This is an optimization exercise on Yosys and OpenROAD, whose aim is small area, not a production implementation. In this exercise RTL edits were held to simulation tests only and were not proved equivalent to the original.

==> design.v <==
module AFH_map_table(
A,
O
);
input [6:0] A;
output [6:0] O;
assign O = ~A;
endmodule
module div(
clk, rstz,
div_en_p,
dividend,
divisor,
rem79_o,
remN_o
);
input clk, rstz;
input div_en_p;
input [20:0] dividend;        
input [6:0] divisor;
output [6:0] rem79_o;
output [6:0] remN_o;
reg [4:0] dcnt;
wire idle = (dcnt == 5'd0);
wire dend = &dcnt;
always @(posedge clk or negedge rstz)
begin
  if (!rstz)
    dcnt <= 5'd0;
  else if (idle)
    dcnt <= div_en_p ? 5'd6 : 5'd0;
  else
    dcnt <= dcnt + 1'b1;
end
reg [20:0] sh;
always @(posedge clk or negedge rstz)
begin
  if (!rstz)
    sh <= 21'd0;
  else if (idle)
    sh <= dividend;
  else
    sh <= {sh[19:0], 1'b0};
end
wire b = sh[20];
reg [6:0] r79, rN;
wire [7:0] t79 = {r79, b};
wire [7:0] tN  = {rN, b};
wire [7:0] d79 = t79 - 8'd79;
wire [7:0] dN  = tN - {1'b0, divisor};
wire ge79 = (t79 >= 8'd79);
wire geN  = (tN >= {1'b0, divisor});
always @(posedge clk or negedge rstz)
begin
  if (!rstz)
    begin
      r79 <= 7'd0;
      rN  <= 7'd0;
    end
  else if (idle)
    begin
      r79 <= 7'd0;
      rN  <= 7'd0;
    end
  else
    begin
      r79 <= ge79 ? d79[6:0] : t79[6:0];
      rN  <= geN  ? dN[6:0]  : tN[6:0];
    end
end
reg [6:0] rem79_o, remN_o;
always @(posedge clk or negedge rstz)
begin
  if (!rstz)
    begin
      rem79_o <= 7'd0;
      remN_o  <= 7'd0;
    end
  else if (dend)
    begin
      rem79_o <= r79;
      remN_o  <= rN;
    end
end
endmodule
module hopkernal(
X, A, C,
B,
D,
E, F, Fprime,
Y1,
regi_AFH_channel_map,
regi_AFH_N,
fk
);
input [4:0] X, C;
input [4:0] A;
input [3:0] B;
input [8:0] D;
input [6:0] E, F, Fprime;
input Y1;
input [79:0] regi_AFH_channel_map;
input [6:0] regi_AFH_N;
output [6:0] fk;
wire [4:0] Zprime = X + A;
wire [4:0] Z;
assign Z[0] = B[0] ^ Zprime[0];
assign Z[1] = B[1] ^ Zprime[1];
assign Z[2] = B[2] ^ Zprime[2];
assign Z[3] = B[3] ^ Zprime[3];
assign Z[4] =  Zprime[4];
wire [4:0] stage1_z, stage2_z, stage3_z, stage4_z, stage5_z, stage6_z, stage7_z;
wire [13:0] P = {C[4:0] ^ {5{Y1}}, D[8:0]};
assign stage1_z[1] = P[13] ? Z[2] : Z[1];
assign stage1_z[2] = P[13] ? Z[1] : Z[2];
assign stage1_z[0] = P[12] ? Z[3] : Z[0];
assign stage1_z[3] = P[12] ? Z[0] : Z[3];
assign stage1_z[4] = Z[4];
assign stage2_z[1] = P[11] ? stage1_z[3] : stage1_z[1];
assign stage2_z[3] = P[11] ? stage1_z[1] : stage1_z[3];
assign stage2_z[2] = P[10] ? stage1_z[4] : stage1_z[2];
assign stage2_z[4] = P[10] ? stage1_z[2] : stage1_z[4];
assign stage2_z[0] = stage1_z[0];
assign stage3_z[0] = P[9] ? stage2_z[3] : stage2_z[0];
assign stage3_z[3] = P[9] ? stage2_z[0] : stage2_z[3];
assign stage3_z[1] = P[8] ? stage2_z[4] : stage2_z[1];
assign stage3_z[4] = P[8] ? stage2_z[1] : stage2_z[4];
assign stage3_z[2] = stage2_z[2];
assign stage4_z[3] = P[7] ? stage3_z[4] : stage3_z[3];
assign stage4_z[4] = P[7] ? stage3_z[3] : stage3_z[4];
assign stage4_z[0] = P[6] ? stage3_z[2] : stage3_z[0];
assign stage4_z[2] = P[6] ? stage3_z[0] : stage3_z[2];
assign stage4_z[1] = stage3_z[1];
assign stage5_z[1] = P[5] ? stage4_z[3] : stage4_z[1];
assign stage5_z[3] = P[5] ? stage4_z[1] : stage4_z[3];
assign stage5_z[0] = P[4] ? stage4_z[4] : stage4_z[0];
assign stage5_z[4] = P[4] ? stage4_z[0] : stage4_z[4];
assign stage5_z[2] = stage4_z[2];
assign stage6_z[3] = P[3] ? stage5_z[4] : stage5_z[3];
assign stage6_z[4] = P[3] ? stage5_z[3] : stage5_z[4];
assign stage6_z[1] = P[2] ? stage5_z[2] : stage5_z[1];
assign stage6_z[2] = P[2] ? stage5_z[1] : stage5_z[2];
assign stage6_z[0] = stage5_z[0];
assign stage7_z[2] = P[1] ? stage6_z[3] : stage6_z[2];
assign stage7_z[3] = P[1] ? stage6_z[2] : stage6_z[3];
assign stage7_z[0] = P[0] ? stage6_z[1] : stage6_z[0];
assign stage7_z[1] = P[0] ? stage6_z[0] : stage6_z[1];
assign stage7_z[4] = stage6_z[4];
wire [8:0] s79 = E + F + stage7_z + {Y1, 5'b0};             
wire [2:0] iv = (s79 >= 9'd277) ? 3'd7 : (s79 >= 9'd237) ? 3'd6 :
                (s79 >= 9'd198) ? 3'd5 : (s79 >= 9'd158) ? 3'd4 :
                (s79 >= 9'd119) ? 3'd3 : (s79 >= 9'd79)  ? 3'd2 :
                (s79 >= 9'd40)  ? 3'd1 : 3'd0;
reg [8:0] ivbase;
always @*
  case (iv)
    3'd0: ivbase = 9'd0;
    3'd1: ivbase = 9'd40;
    3'd2: ivbase = 9'd79;
    3'd3: ivbase = 9'd119;
    3'd4: ivbase = 9'd158;
    3'd5: ivbase = 9'd198;
    3'd6: ivbase = 9'd237;
    default: ivbase = 9'd277;
  endcase
wire [8:0] hh = s79 - ivbase;
wire [5:0] h = hh[5:0];           
wire l = iv[0];                   
wire [127:0] cmap = {25'b0, regi_AFH_channel_map[78:40], 24'b0, regi_AFH_channel_map[39:0]};
wire rfchused = cmap[{l, h}];
wire [6:0] N = regi_AFH_N;
wire [7:0] W = E + Fprime;
wire ge4 = !N[6] && (W[7:2] >= N[5:0]);
wire ge2 = (W[7:1] >= N);
wire [7:0] ra = ge4 ? {W[7:2] - N[5:0], W[1:0]} :
                ge2 ? {W[7:1] - N, W[0]} : W;
wire [7:0] tmp1mN = (ra >= {1'b0, N}) ? ra - {1'b0, N} : ra;
wire [4:0] a7zmN = {2'b0,stage7_z[4:0]} >= N ? {2'b0,stage7_z[4:0]} - N : stage7_z[4:0];
wire [7:0] tmp2N = tmp1mN[6:0] + a7zmN + {Y1, 5'b0};
wire [6:0] adder2mN = tmp2N >= N ? tmp2N-N : tmp2N[6:0];
wire [6:0] fkprime, basicfk;
AFH_map_table AFH_map_table_u(
.A(adder2mN),
.O(fkprime)
);
assign basicfk = {h, l};
assign fk = rfchused ? basicfk : fkprime;
endmodule
module hopctrlwd(
clk_6M, rstz,
mpr_Y,
counter_clkN1, counter_clkE1,
psrxfhs,
pstxid,
ms_tslot_p,
Atrain,
regi_interlace_offset, regi_page_k_nudge,
regi_AFH_mode,
regi_AFH_N,
ps, gips, is, giis, page, inquiry, mpr, spr, ir, conns,
prs_clock_frozen, prm_clock_frozen,
CLK, CLKE, CLKN, BD_ADDR,
counter_isFHS,
X,
Y1,
A,
B,
C,
D,
E, F, Fprime
);
input clk_6M, rstz;
input mpr_Y;
input [5:0] counter_clkN1;
input [5:0] counter_clkE1;
input psrxfhs;
input pstxid;
input ms_tslot_p;
input Atrain;
input [4:0] regi_interlace_offset;
input [1:0] regi_page_k_nudge;
input regi_AFH_mode;
input [6:0] regi_AFH_N;
input ps, gips, is, giis, page, inquiry, mpr, spr, ir, conns;
input prs_clock_frozen, prm_clock_frozen;
input [27:0] CLK, CLKE, CLKN, BD_ADDR;
input [4:0] counter_isFHS;
output [4:0] X;
output Y1;
output [4:0] A;
output [3:0] B;
output [4:0] C;
output [8:0] D;
output [6:0] E, F, Fprime;
wire [4:0] koff = {Atrain, 1'b1, 1'b0, regi_page_k_nudge[1:0]};
wire [3:0] ye = {CLKE[4:2], CLKE[0]};
wire [3:0] yn = {CLKN[4:2], CLKN[0]};
wire [4:0] Xp = {CLKE[16] ^ (ye < CLKE[15:12]), ye} + koff;
wire [4:0] Xi = {CLKN[16] ^ (yn < CLKN[15:12]), yn} + koff;
reg [4:0] CLKN_frozen;
always @(posedge clk_6M or negedge rstz)
begin
  if (!rstz)
     CLKN_frozen <= 0;
  else if (!prs_clock_frozen)
     CLKN_frozen <= CLKN[16:12];
end
reg [4:0] Xp_frozen;
always @(posedge clk_6M or negedge rstz)
begin
  if (!rstz)
     Xp_frozen <= 0;
  else if (!prm_clock_frozen)
     Xp_frozen <= Xp;
end
wire [4:0] Xprs = CLKN_frozen + counter_clkN1[5:1];
wire [4:0] Xprm = Xp_frozen + counter_clkE1[5:1];
wire [4:0] Xir = CLKN[16:12] + counter_isFHS;
assign X = ({5{ps}}      & CLKN[16:12]) |
           ({5{gips}}    & (CLKN[16:12]+regi_interlace_offset)) |
           ({5{is|ir}}   & Xir) |
           ({5{giis}}    & (Xir+regi_interlace_offset)) |
           ({5{page}}    & Xp) |
           ({5{inquiry}} & Xi) |
           ({5{mpr}}     & Xprm) |
           ({5{spr}}     & Xprs) |
           ({5{conns}}   & CLK[6:2]);
wire spr_Y = pstxid | (!psrxfhs & counter_clkN1[0]);
assign Y1 = (page    & CLKE[1]) |
            (inquiry & CLKN[1]) |
            (mpr     & mpr_Y  ) |
            (spr     & spr_Y  ) |
            ir |
            (conns   & CLK[1] & !regi_AFH_mode);
wire oth = ps | gips | is | giis | page | inquiry | mpr | spr | ir;
wire [4:0] Cb = {BD_ADDR[8],BD_ADDR[6],BD_ADDR[4],BD_ADDR[2],BD_ADDR[0]};
assign A = ({5{oth}} & BD_ADDR[27:23]) | (({5{conns}} & BD_ADDR[27:23]) ^ CLK[25:21]);
assign B = BD_ADDR[22:19];
assign C = ({5{oth}} & Cb) | (({5{conns}} & Cb) ^ CLK[20:16]);
assign D = ({9{oth}} & BD_ADDR[18:10]) | ({9{conns}} & (BD_ADDR[18:10] ^ CLK[15:7]));
assign E = {BD_ADDR[13],BD_ADDR[11],BD_ADDR[9],BD_ADDR[7],BD_ADDR[5],BD_ADDR[3],BD_ADDR[1]};
reg div_en_p;
always @(posedge clk_6M or negedge rstz)
begin
  if (!rstz)
     div_en_p <= 0;
  else
     div_en_p <= (&CLK[6:0]) & ms_tslot_p;
end
wire [6:0] Ft, Fprimet;
div mod79_F(
.clk      (clk_6M      ),
.rstz     (rstz        ),
.div_en_p (div_en_p    ),
.dividend (CLK[27:7]   ),
.divisor  (regi_AFH_N  ),
.rem79_o  (Ft          ),
.remN_o   (Fprimet     )
);
assign F = {7{conns}} & Ft;
assign Fprime = {7{conns}} & Fprimet;
endmodule
module fkctrl(
clk_6M, rstz,
regi_isMaster,
ir,
psrxfhs_succ_p,
fk_page,
page,
ps_pagerespTO,
scancase,
m_half_tslot_p,
mpr,
m_tslot_p,
connsnewslave, connsnewmaster,
CLKN, CLKE, CLK,
txbit_period, rxbit_period,
fkset_p,   
ps, pstxid, psrxfhs, psackfhs, pagetxfhs, pagetmp, pagerxackfhs ,
corre_threshold,
counter_clkN1,
counter_clkE1,
fk_pstxid,
fk_psrxfhs,
fk_psackfhs,
fk_connsnewslave, fk_connsnewmaster,
fk_pagetxfhs,
fk_pagerxackfhs,
fk_spr, fk_mpr,
fk_chg_p, fk_chg_p_ff
);
input clk_6M, rstz;
input regi_isMaster;
input ir;
input psrxfhs_succ_p;
input fk_page;
input page;
input ps_pagerespTO;
input scancase;
input m_half_tslot_p;
input mpr;
input m_tslot_p;
input connsnewslave, connsnewmaster;
input [27:0] CLKN, CLKE, CLK;
input txbit_period, rxbit_period;
input fkset_p;   
input ps, pstxid, psrxfhs, psackfhs, pagetxfhs, pagetmp, pagerxackfhs ;
input corre_threshold;
output [5:0] counter_clkN1;
output [5:0] counter_clkE1;
output fk_pstxid;
output fk_psrxfhs;
output fk_psackfhs;
output fk_connsnewslave, fk_connsnewmaster;
output fk_pagetxfhs;
output fk_pagerxackfhs;
output fk_spr, fk_mpr;
output fk_chg_p, fk_chg_p_ff;
assign fk_spr = fk_pstxid | fk_psrxfhs | fk_psackfhs;
assign fk_mpr = fk_pagetxfhs | fk_pagerxackfhs;
wire ir_fkset_p = regi_isMaster ? fkset_p & !ir : fkset_p;
wire fk_chg_p = ((!(txbit_period | rxbit_period)) & ir_fkset_p);  
wire psrxfhs_fk_chg_p = fk_psrxfhs & fkset_p;
wire scancase_fk_chg_p = (scancase) & fkset_p;
reg fk_chg_p_ff;
always @(posedge clk_6M or negedge rstz)
begin
  if (!rstz)
     fk_chg_p_ff <= 0;
  else 
     fk_chg_p_ff <= fk_chg_p | scancase_fk_chg_p | psrxfhs_fk_chg_p;
end
reg fk_pstxid;
always @(posedge clk_6M or negedge rstz)
begin
  if (!rstz)
     fk_pstxid <= 0;
  else if (ps & corre_threshold & fkset_p)   
     fk_pstxid <= 1'b1;
  else if (pstxid & fk_chg_p)
     fk_pstxid <= 1'b0;
end
reg fk_psrxfhs;
always @(posedge clk_6M or negedge rstz)
begin
  if (!rstz)
     fk_psrxfhs <= 0;
  else if (pstxid & fk_chg_p)
     fk_psrxfhs <= 1'b1;
  else if ((psrxfhs & corre_threshold & fk_chg_p) | ps_pagerespTO)
     fk_psrxfhs <= 1'b0;
end
reg fk_psackfhs;
always @(posedge clk_6M or negedge rstz)
begin
  if (!rstz)
     fk_psackfhs <= 0;
  else if (psrxfhs & corre_threshold & fk_chg_p)
     fk_psackfhs <= 1'b1;
  else if (psackfhs & fk_chg_p & CLKN[0])
     fk_psackfhs <= 1'b0;
end
reg fk_connsnewslave;
always @(posedge clk_6M or negedge rstz)
begin
  if (!rstz)
     fk_connsnewslave <= 0;
  else if (psackfhs & fk_chg_p & CLKN[0])
     fk_connsnewslave <= 1'b1;
  else if (connsnewslave & fk_chg_p & CLK[0])   
     fk_connsnewslave <= 1'b0;
end
reg fk_pagetxfhs;
always @(posedge clk_6M or negedge rstz)
begin
  if (!rstz)
     fk_pagetxfhs <= 0;
  else if ( (pagetmp & fk_chg_p) | (pagerxackfhs & !corre_threshold & fk_chg_p) )
     fk_pagetxfhs <= 1'b1;
  else if ((pagetxfhs & fk_chg_p) | fk_page)
     fk_pagetxfhs <= 1'b0;
end
reg fk_pagerxackfhs;
always @(posedge clk_6M or negedge rstz)
begin
  if (!rstz)
     fk_pagerxackfhs <= 0;
  else if (pagetxfhs & fk_chg_p)
     fk_pagerxackfhs <= 1'b1;
  else if (pagerxackfhs & fk_chg_p & CLKE[0])
     fk_pagerxackfhs <= 1'b0;
end
reg fk_connsnewmaster;
always @(posedge clk_6M or negedge rstz)
begin
  if (!rstz)
     fk_connsnewmaster <= 0;
  else if (pagerxackfhs & corre_threshold & m_half_tslot_p)   
     fk_connsnewmaster <= 1'b1;
  else if ((connsnewmaster & fk_chg_p & CLK[0]) | page )  
     fk_connsnewmaster <= 1'b0;
end
wire ps_N_incr_p = (pstxid & fk_chg_p) | ((psrxfhs|psackfhs) & fkset_p & CLKN[0]);
reg [5:0] counter_clkN1;
always @(posedge clk_6M or negedge rstz)
begin
  if (!rstz)
    begin
     counter_clkN1 <= 0;
    end 
  else if (ps & corre_threshold & fkset_p)   
    begin
     counter_clkN1 <= 6'h1;
    end 
  else if (psrxfhs_succ_p)
     counter_clkN1 <= {counter_clkN1[5:1],1'b0};
  else if (ps_N_incr_p)
    begin
     counter_clkN1 <= counter_clkN1+1'b1;
    end 
end
wire page_N_incr_p = fk_chg_p & CLKE[0] & (pagetxfhs | pagerxackfhs);
reg [5:0] counter_clkE1;
always @(posedge clk_6M or negedge rstz)
begin
  if (!rstz)
    begin
     counter_clkE1 <= 0;
    end 
  else if (!fk_mpr)   
    begin
     counter_clkE1 <= 6'd0;
    end 
  else if (page_N_incr_p)  
    begin
     counter_clkE1 <= counter_clkE1+1'b1;
    end 
end
endmodule
module hopselection(
clk_6M, rstz, p_033us,
regi_isMaster,
ps_pagerespTO,
fk_page,
scancase,
m_half_tslot_p,
connsnewslave, connsnewmaster,
txbit_period, rxbit_period,
fkset_p,   
psackfhs, pagetxfhs, pagetmp, pagerxackfhs ,
corre_threshold,
psrxfhs_succ_p,
psrxfhs,
pstxid,
m_tslot_p, ms_tslot_p,
ps_N_incr_p,
pageAB_2Npage_count, 
Atrain,
regi_interlace_offset, regi_page_k_nudge,
regi_AFH_mode,
regi_AFH_N, regi_AFH_channel_map,
ps, gips, is, giis, page, inquiry, mpr, spr, ir, conns,
prs_clock_frozen, prm_clock_frozen,
CLK, CLKE, CLKN, BD_ADDR,
counter_isFHS,
fk,
fk_chg_p, fk_chg_p_ff,
fk_pstxid
);
input clk_6M, rstz, p_033us;
input regi_isMaster;
input ps_pagerespTO;
input fk_page;
input scancase;
input m_half_tslot_p;
input connsnewslave, connsnewmaster;
input txbit_period, rxbit_period;
input fkset_p;   
input psackfhs, pagetxfhs, pagetmp, pagerxackfhs ;
input corre_threshold;
wire [5:0] counter_clkN1;
wire [5:0] counter_clkE1;
input psrxfhs_succ_p;
input psrxfhs;
input pstxid;
input m_tslot_p, ms_tslot_p;
input ps_N_incr_p;
input [3:0] pageAB_2Npage_count;
input Atrain;
input [4:0] regi_interlace_offset, regi_page_k_nudge;
input regi_AFH_mode;
input [6:0] regi_AFH_N;
input [79:0] regi_AFH_channel_map;
input ps, gips, is, giis, page, inquiry, mpr, spr, ir, conns;
input prs_clock_frozen, prm_clock_frozen;
input [27:0] CLK, CLKE, CLKN, BD_ADDR;
input [4:0] counter_isFHS;
output [6:0] fk;
output fk_chg_p, fk_chg_p_ff;
output fk_pstxid;
wire [4:0] X;
wire Y1;
wire [4:0] A;
wire [3:0] B;
wire [4:0] C;
wire [8:0] D;
wire [6:0] E, F, Fprime;
wire fk_connsnewslave, fk_connsnewmaster;
wire fk_psrxfhs, fk_spr, fk_mpr;
wire fk_conns = conns | fk_connsnewslave | fk_connsnewmaster;
wire [27:0] fk_CLK = fk_conns ? CLK + 1'b1 : CLK;
wire [16:0] fk_CLKE = CLKE[16:0] + 1'b1;
wire [16:0] fk_CLKN = CLKN[16:0] + 1'b1;
hopctrlwd hopctrlwd_u(
.clk_6M               (clk_6M               ),
.rstz                 (rstz                 ),
.mpr_Y                (counter_clkE1[0]     ),
.counter_clkN1        (counter_clkN1        ),
.counter_clkE1        (counter_clkE1        ),
.psrxfhs              (fk_psrxfhs           ),
.pstxid               (fk_pstxid            ),
.ms_tslot_p           (ms_tslot_p           ),
.Atrain               (Atrain               ),
.regi_interlace_offset(regi_interlace_offset),
.regi_page_k_nudge    (regi_page_k_nudge[1:0]),
.regi_AFH_mode        (regi_AFH_mode        ),
.regi_AFH_N           (regi_AFH_N           ),
.ps                   (ps                   ),
.gips                 (gips                 ),
.is                   (is                   ),
.giis                 (giis                 ),
.page                 (fk_page              ),
.inquiry              (inquiry              ),
.mpr                  (fk_mpr               ),
.spr                  (fk_spr               ),
.ir                   (ir                   ),
.conns                (fk_conns             ),
.prs_clock_frozen     (prs_clock_frozen     ),
.prm_clock_frozen     (prm_clock_frozen     ),
.CLK                  (fk_CLK               ),
.CLKE                 ({11'b0, fk_CLKE}     ),
.CLKN                 ({11'b0, fk_CLKN}     ),
.BD_ADDR              (BD_ADDR              ),
.counter_isFHS        (counter_isFHS        ),
.X                    (X                    ),
.Y1                   (Y1                   ),
.A                    (A                    ),
.B                    (B                    ),
.C                    (C                    ),
.D                    (D                    ),
.E                    (E                    ),
.F                    (F                    ),
.Fprime               (Fprime               )
);
hopkernal hopkernal_u(
.X                   (X                   ),
.A                   (A                   ),
.C                   (C                   ),
.B                   (B                   ),
.D                   (D                   ),
.E                   (E                   ),
.F                   (F                   ),
.Fprime              (Fprime              ),
.Y1                  (Y1                  ),
.regi_AFH_channel_map(regi_AFH_channel_map),
.regi_AFH_N          (regi_AFH_N          ),
.fk                  (fk                  )
);
fkctrl fkctrl_u(
.clk_6M         (clk_6M         ), 
.rstz           (rstz           ),
.regi_isMaster  (regi_isMaster  ),
.ir             (ir             ),
.psrxfhs_succ_p (psrxfhs_succ_p ),
.fk_page        (fk_page        ),
.page           (page           ),
.ps_pagerespTO  (ps_pagerespTO  ),
.scancase       (scancase       ),
.m_half_tslot_p (m_half_tslot_p ),
.mpr            (mpr            ),
.m_tslot_p      (m_tslot_p      ),
.connsnewslave  (connsnewslave  ),
.connsnewmaster (connsnewmaster ),
.CLKN           (CLKN           ),
.CLKE           (CLKE           ),
.CLK            (CLK            ),
.txbit_period   (txbit_period   ), 
.rxbit_period   (rxbit_period   ),
.fkset_p        (fkset_p        ),   
.ps             (ps             ), 
.pstxid         (pstxid         ), 
.psrxfhs        (psrxfhs        ), 
.psackfhs       (psackfhs       ), 
.pagetxfhs      (pagetxfhs      ), 
.pagetmp        (pagetmp        ), 
.pagerxackfhs   (pagerxackfhs   ),
.corre_threshold(corre_threshold),
.counter_clkN1   (counter_clkN1   ),
.counter_clkE1   (counter_clkE1   ),
.fk_pstxid       (fk_pstxid       ),
.fk_psrxfhs      (fk_psrxfhs      ),
.fk_psackfhs     (fk_psackfhs     ),
.fk_connsnewslave(fk_connsnewslave),
.fk_connsnewmaster(fk_connsnewmaster),
.fk_pagetxfhs    (fk_pagetxfhs    ),
.fk_pagerxackfhs (fk_pagerxackfhs ),
.fk_spr          (fk_spr          ),
.fk_mpr          (fk_mpr          ),
.fk_chg_p        (fk_chg_p        ),
.fk_chg_p_ff     (fk_chg_p_ff     )
);
endmodule
==> flow/run.sh <==
#!/bin/bash
# Own layout flow: the standard ORFS flow (standard.sh) with two changes:
#  - Yosys's abc step maps the combinational logic with an area-oriented ABC
#    script (flow/area.abc) instead of ORFS's speed script; registers are
#    untouched (they are mapped by dfflibmap before abc).
#  - adders and comparators up to 11 bits wide get a ripple-carry $lcu,
#    wider ones (the clock incrementers) keep Kogge-Stone (flow/lcu_hybrid.v).
#  - no full-adder extraction (ADDER_MAP_FILE empty): ABC maps the adders
#    into plain gates, which comes out smaller here.
#  - the port buffers that buffer_ports inserts are sky130_fd_sc_hd__buf_1.
#  - clock tree synthesis as ORFS runs it, with clkbuf_8 buffers, sinks
#    clustered in groups of up to 50, and no dummy loads.
# Every tool's output goes to a log file in the work folder.
set -euo pipefail
W=$(pwd)
cat > "$W/own_synth.tcl" <<TCL
proc abc {args} {
  set i [lsearch \$args -script]
  if {\$i >= 0} { set args [lreplace \$args [expr {\$i+1}] [expr {\$i+1}] $W/flow/area.abc] }
  yosys abc {*}\$args
}
source $W/synth_recipe.tcl
TCL
bash "$W/standard.sh" "SYNTH_SCRIPT=$W/own_synth.tcl" \
  "SYNTH_OPERATIONS_ARGS=-extra-map $W/flow/lcu_hybrid.v" "ADDER_MAP_FILE=" \
  "CTS_ARGS=-sink_clustering_enable -repair_clock_nets -dont_use_dummy_load -buf_list sky130_fd_sc_hd__clkbuf_8 -root_buf sky130_fd_sc_hd__clkbuf_8 -sink_clustering_size 50 -sink_clustering_max_diameter 250" \
  "BUFFER_PORTS_ARGS=-buffer_cell sky130_fd_sc_hd__buf_1" finish > "$W/standard.log" 2>&1
==> flow/area.abc <==
&get -n
&st
&deepsyn -T 20
&dch -f
&nf -R 1000
&put
==> flow/lcu_hybrid.v <==
// $lcu (carry chain of Yosys's adders and comparators): ripple carry for
// narrow ones (up to 11 bits), Kogge-Stone for wide ones (the clock
// incrementers), where a ripple chain would be too slow.
(* techmap_celltype = "$lcu" *)
module _80_lcu_hybrid (P, G, CI, CO);
	parameter WIDTH = 2;

	(* force_downto *)
	input [WIDTH-1:0] P, G;
	input CI;

	(* force_downto *)
	output [WIDTH-1:0] CO;

	integer i, j;
	(* force_downto *)
	reg [WIDTH-1:0] p, g;

	wire [1023:0] _TECHMAP_DO_ = "proc; opt -fast";

	always @* begin
		p = P;
		g = G;
		g[0] = g[0] | (p[0] & CI);
		if (WIDTH < 12) begin
			for (i = 1; i < WIDTH; i = i + 1)
				g[i] = g[i] | (p[i] & g[i-1]);
		end else begin
			for (i = 0; i < $clog2(WIDTH); i = i + 1) begin
				for (j = WIDTH - 1; j >= 2**i; j = j - 1) begin
					g[j] = g[j] | p[j] & g[j - 2**i];
					p[j] = p[j] & p[j - 2**i];
				end
			end
		end
	end

	assign CO = g;
endmodule
==> standard.sh <==
#!/bin/bash
# synth_recipe.tcl (not shown) runs the flow's synth.tcl, then flattens the netlist and writes it again
# the make line also repeats each setting of config.mk as NAME=value (left out here)
make -C /OpenROAD-flow-scripts/flow DESIGN_CONFIG=/design/flow/config.mk WORK_HOME=/design/flow/orfs CLKGATE_MAP_FILE= SYNTH_SCRIPT=/design/flow/synth_recipe.tcl "${@:-finish}"
==> config.mk <==
export PLATFORM = sky130hd
export DESIGN_NAME = hopselection
export DESIGN_NICKNAME = hopselection
export VERILOG_FILES = /design/flow/design.v
export SDC_FILE = /design/flow/constraint.sdc
export NUM_CORES = 4
export LEC_CHECK = 0
export CAP_MARGIN = 20
export CORE_MARGIN = 2
export CORE_UTILIZATION = 40
export CTS_BUF_LIST = sky130_fd_sc_hd__clkbuf_8
export CTS_CLUSTER_DIAMETER = 100
export CTS_CLUSTER_SIZE = 30
export PLACE_DENSITY = 0.6
export SLEW_MARGIN = 20
==> constraint.sdc <==
create_clock -name core_clock -period 25.0 [get_ports {clk_6M}]
set_input_delay 5.0000 -clock core_clock [delete_from_list [all_inputs] [get_ports {clk_6M}]]
set_output_delay 5.0000 -clock core_clock [all_outputs]
set_load 0.01 [all_outputs]
==> impl_metrics.ini <==
[status]
status = finished clean

[critical_path]
worstPathArrival_ns = 17.64
cp_slowest_cell = mux4_2
path_common_cell = nor2_1
critPathCaptureType = output pin
critPathLaunchType = input pin
cp.required_ns = 20.00
slowest_delay_ns = 0.57
crit_family = simple AND/OR/NAND/NOR gates
path_max_fanout = 11
critPathBufInv = 4
crit_type = in -> out

[placed_design]
dp.cells = 1572
port-buffer-count = 230
hpwlAfterDp_um = 18600
gp_congestion = 0.812
pre_cts_slack_ns = 2.53
place_area_um2 = 9850

[timing]
fmax_mhz = 44.2
slew_headroom = 0.356
skew_ns = 0.0311
drv_slew = 0
rsz0062_at_grt = false
hold_violations = 0
finalWorstSetupSlack_ns = 2.36
tightest_slew_ns = 0.964
finalSetupViolations = 0
tns_ns = 0
post-route-period-util = 0.906
period_needed_ns = 22.64

[floorplan]
fp.dieW_um = 150
rows = 53
die_h_um = 150
core_um2 = 21000
ios = 266
die-area_um2 = 22600
start_util = 0.407

[logic_synthesis]
ys_types = 51
synth_edf_count = 0
synthFlopType = dfrtp_1
synth_top_cell_area_share = 0.249
synth_top_cell_by_area = dfrtp_1
async_reset_ff_frac = 1.00
synth_cells = 1060
synth-seq-cells = 85
synthesis.area_um2 = 8550
synthTopCellsByArea = dfrtp_1 25%, xnor2_1 14%, nand2_1 6.1%, a21oi_1 5.8%, mux4_2 5.3%
seq_area_frac_synth = 0.249
syn_nets = 1316
yosysWarningCount = 7
syn-mean-instance-area_um2 = 8.07

[detailed_routing]
wl_met3_um = 1090
wl_met2_um = 10900
routedWlPerCell_um = 14.3
routed_wl_um = 22600
highest_layer = met5
drc_errors = 0
postRouteAntennaNets = 0
via_per_inst = 5.29
num_vias = 8361
wl_met1_um = 10100
drt_iter0_drc = 301
first_pass_iters = 5

[finish]
syn_to_final_growth_pct = 16.8
diodes = 0
drive_above_1_share = 0.0322
mostFrequentLayoutCells = 229 x buf_1, 138 x nand2_1, 131 x xnor2_1
stdcell_count = 1581
final_common_cell = buf_1
nets = 1564
final_util = 0.475
postLayoutCellArea_um2 = 9980

[clock_network]
cts_tree = built
cts_buffers = 9
clkSlewWorstSetupHoldPaths_ns = 0.07
cts_sinks = 85
clk_latency_ns = 0.38
cts_root_buf = clkbuf_8
post_cts_buffers = 0
ctsResizeCount = 0
clockBufferDepth = 2
h-tree-depth = 3
cts-hold-fix-buffers = 0

[hold_path]
hp-class = reg -> reg

[global_routing]
grt_usage = 0.202
grt_pass1_wl_um = 36900
grt_pass1_vias = 7901
grt-ovfl-total = 0
antenna_found_initial = 1
grt_max_degree = 77

[run]
cap_violations = 0
worst register-to-register path: stages, from the launching register on:
cell     delay (ns)
dfrtp_1        0.39
nor3_2         0.06
buf_4          0.19
nor2_1         0.18
and3_1         0.21
and2_0         0.34
nand3_1        0.21
nor2_1         0.24
nand3_1        0.17
nor2_1         0.23
nand3_1        0.17
nor2_1         0.21
nand3_1        0.14
nor2_1         0.20
nand3_1        0.15
nor2_1         0.26
nand3_1        0.19
nor2_1         0.23
nand3_1        0.15
xor2_1         0.16
a21oi_1        0.14
cell type report:
| class | instances | area (µm²) |
|---|---|---|
| repair buffers | 237 | 923 |
| fillers | 2146 | 11000 |
| clock buffers | 9 | 124 |
| well taps | 275 | 344 |
| multi-input cells | 943 | 6350 |
| inverters | 32 | 120 |
| flip-flops and latches | 85 | 2130 |
kinds of logic (layout without fill, tap and decap cells):
| logic type | after synthesis | after routing | share of synthesized area |
|---|---|---|---|
| adder cells (fa/ha/maj) | 23 | 23 | 0.0269 |
| buffers and inverters | 32 | 278 | 0.0141 |
| AND/OR/NAND/NOR | 397 | 397 | 0.215 |
| flip-flops | 85 | 85 | 0.249 |
| XOR/XNOR | 184 | 184 | 0.188 |
| multiplexers | 84 | 84 | 0.132 |
| AO/OA/AOI/OAI | 255 | 255 | 0.175 |
worst paths after layout:
kind	from	end	slack, ns	cells past startpoint
worst max-delay path	CLK[0]	fk[1]	2.36	62
worst min-delay path	hopctrlwd_u.mod79_F.sh[14]$_DFF_PN0_	hopctrlwd_u.mod79_F.sh[15]$_DFF_PN0_	0.45	2
worst max register to register	fkctrl_u.fk_connsnewslave$_DFFE_PN0P_	hopctrlwd_u.mod79_F.sh[20]$_DFF_PN0_	20.69	20
worst min register to register	hopctrlwd_u.mod79_F.sh[14]$_DFF_PN0_	hopctrlwd_u.mod79_F.sh[15]$_DFF_PN0_	0.45	2
max in group asynchronous	rstz	hopctrlwd_u.mod79_F.r79[0]$_DFF_PN0_	19.57	2
min in group asynchronous	rstz	hopctrlwd_u.mod79_F.rN[6]$_DFF_PN0_	4.47	1
sequential cells by signal (all words and copies together), names as in the netlist:
name and count:
hopctrlwd_u.mod79_F.sh 21, hopctrlwd_u.mod79_F.r79 7, hopctrlwd_u.mod79_F.rN 7, hopctrlwd_u.mod79_F.rem79_o 7, hopctrlwd_u.mod79_F.remN_o 7, fkctrl_u.counter_clkE1 6, fkctrl_u.counter_clkN1 6, hopctrlwd_u.CLKN_frozen 5
hopctrlwd_u.Xp_frozen 5, hopctrlwd_u.mod79_F.dcnt 5, fkctrl_u.fk_chg_p_ff 1, fkctrl_u.fk_connsnewmaster 1, fkctrl_u.fk_connsnewslave 1, fkctrl_u.fk_pagerxackfhs 1, fkctrl_u.fk_pagetxfhs 1, fkctrl_u.fk_psackfhs 1
fkctrl_u.fk_psrxfhs 1, fkctrl_u.fk_pstxid 1, hopctrlwd_u.div_en_p 1
through the flow:
stage	hold WS, ns
floorplan	0.421
global route	0.493
global placement	0.435
detailed placement	0.438
CTS	0.462
finish	0.453
cell usage after synthesis, types with 2 or more instances:
library cell / number
a211oi_1: 6
a21boi_0: 3
a21o_1: 13
a21oi_1: 99
a221o_1: 2
a22oi_1: 5
a31o_1: 2
a31oi_1: 9
and2_0: 19
and3_1: 14
clkinv_1: 32
dfrtp_1: 85
maj3_1: 23
mux2_1: 30
mux2i_1: 34
mux4_2: 20
nand2_1: 138
nand2b_1: 17
nand3_1: 25
nand3b_1: 7
nand4_1: 11
nor2_1: 106
nor2b_1: 11
nor3_1: 23
nor3b_1: 5
nor4_1: 4
o211a_1: 2
o211ai_1: 11
o21ai_0: 76
o22ai_1: 3
o31a_1: 7
o31ai_1: 5
or2_0: 9
or3_1: 4
or4_1: 2
xnor2_1: 133
xor2_1: 51
per-layer routing:
layer	GRT usage	vias up
li1	-	4275
met5	0	-
met3	0.0348	24
met1	0.259	3874
met2	0.351	186
met4	0.0575	2

==> afterwards: timing with drivers on the ports <==
Ports are ideal in the flow. The routed layout listed here was re-timed in OpenROAD.
Step 1, drivers: a clkbuf_16 drives clk_6M and a buf_2 each remaining input, both assumed.
Step 2 also shifts input and output timing later by t, the mid clock arrival at the registers, as if the neighbouring blocks saw the same clock.
Three values: no drivers, after step 1, after step 2; two values: the first two.
shift t [ns]: 0.401
setup slack, ns: 2.360 / 2.338 / 2.338
hold slack, ns: 0.453 / 0.453 / 0.453
After both steps this run still meets setup and hold. For this run, drivers alone change the setup slack by -0.022 ns; drivers and shift together by -0.022 ns.
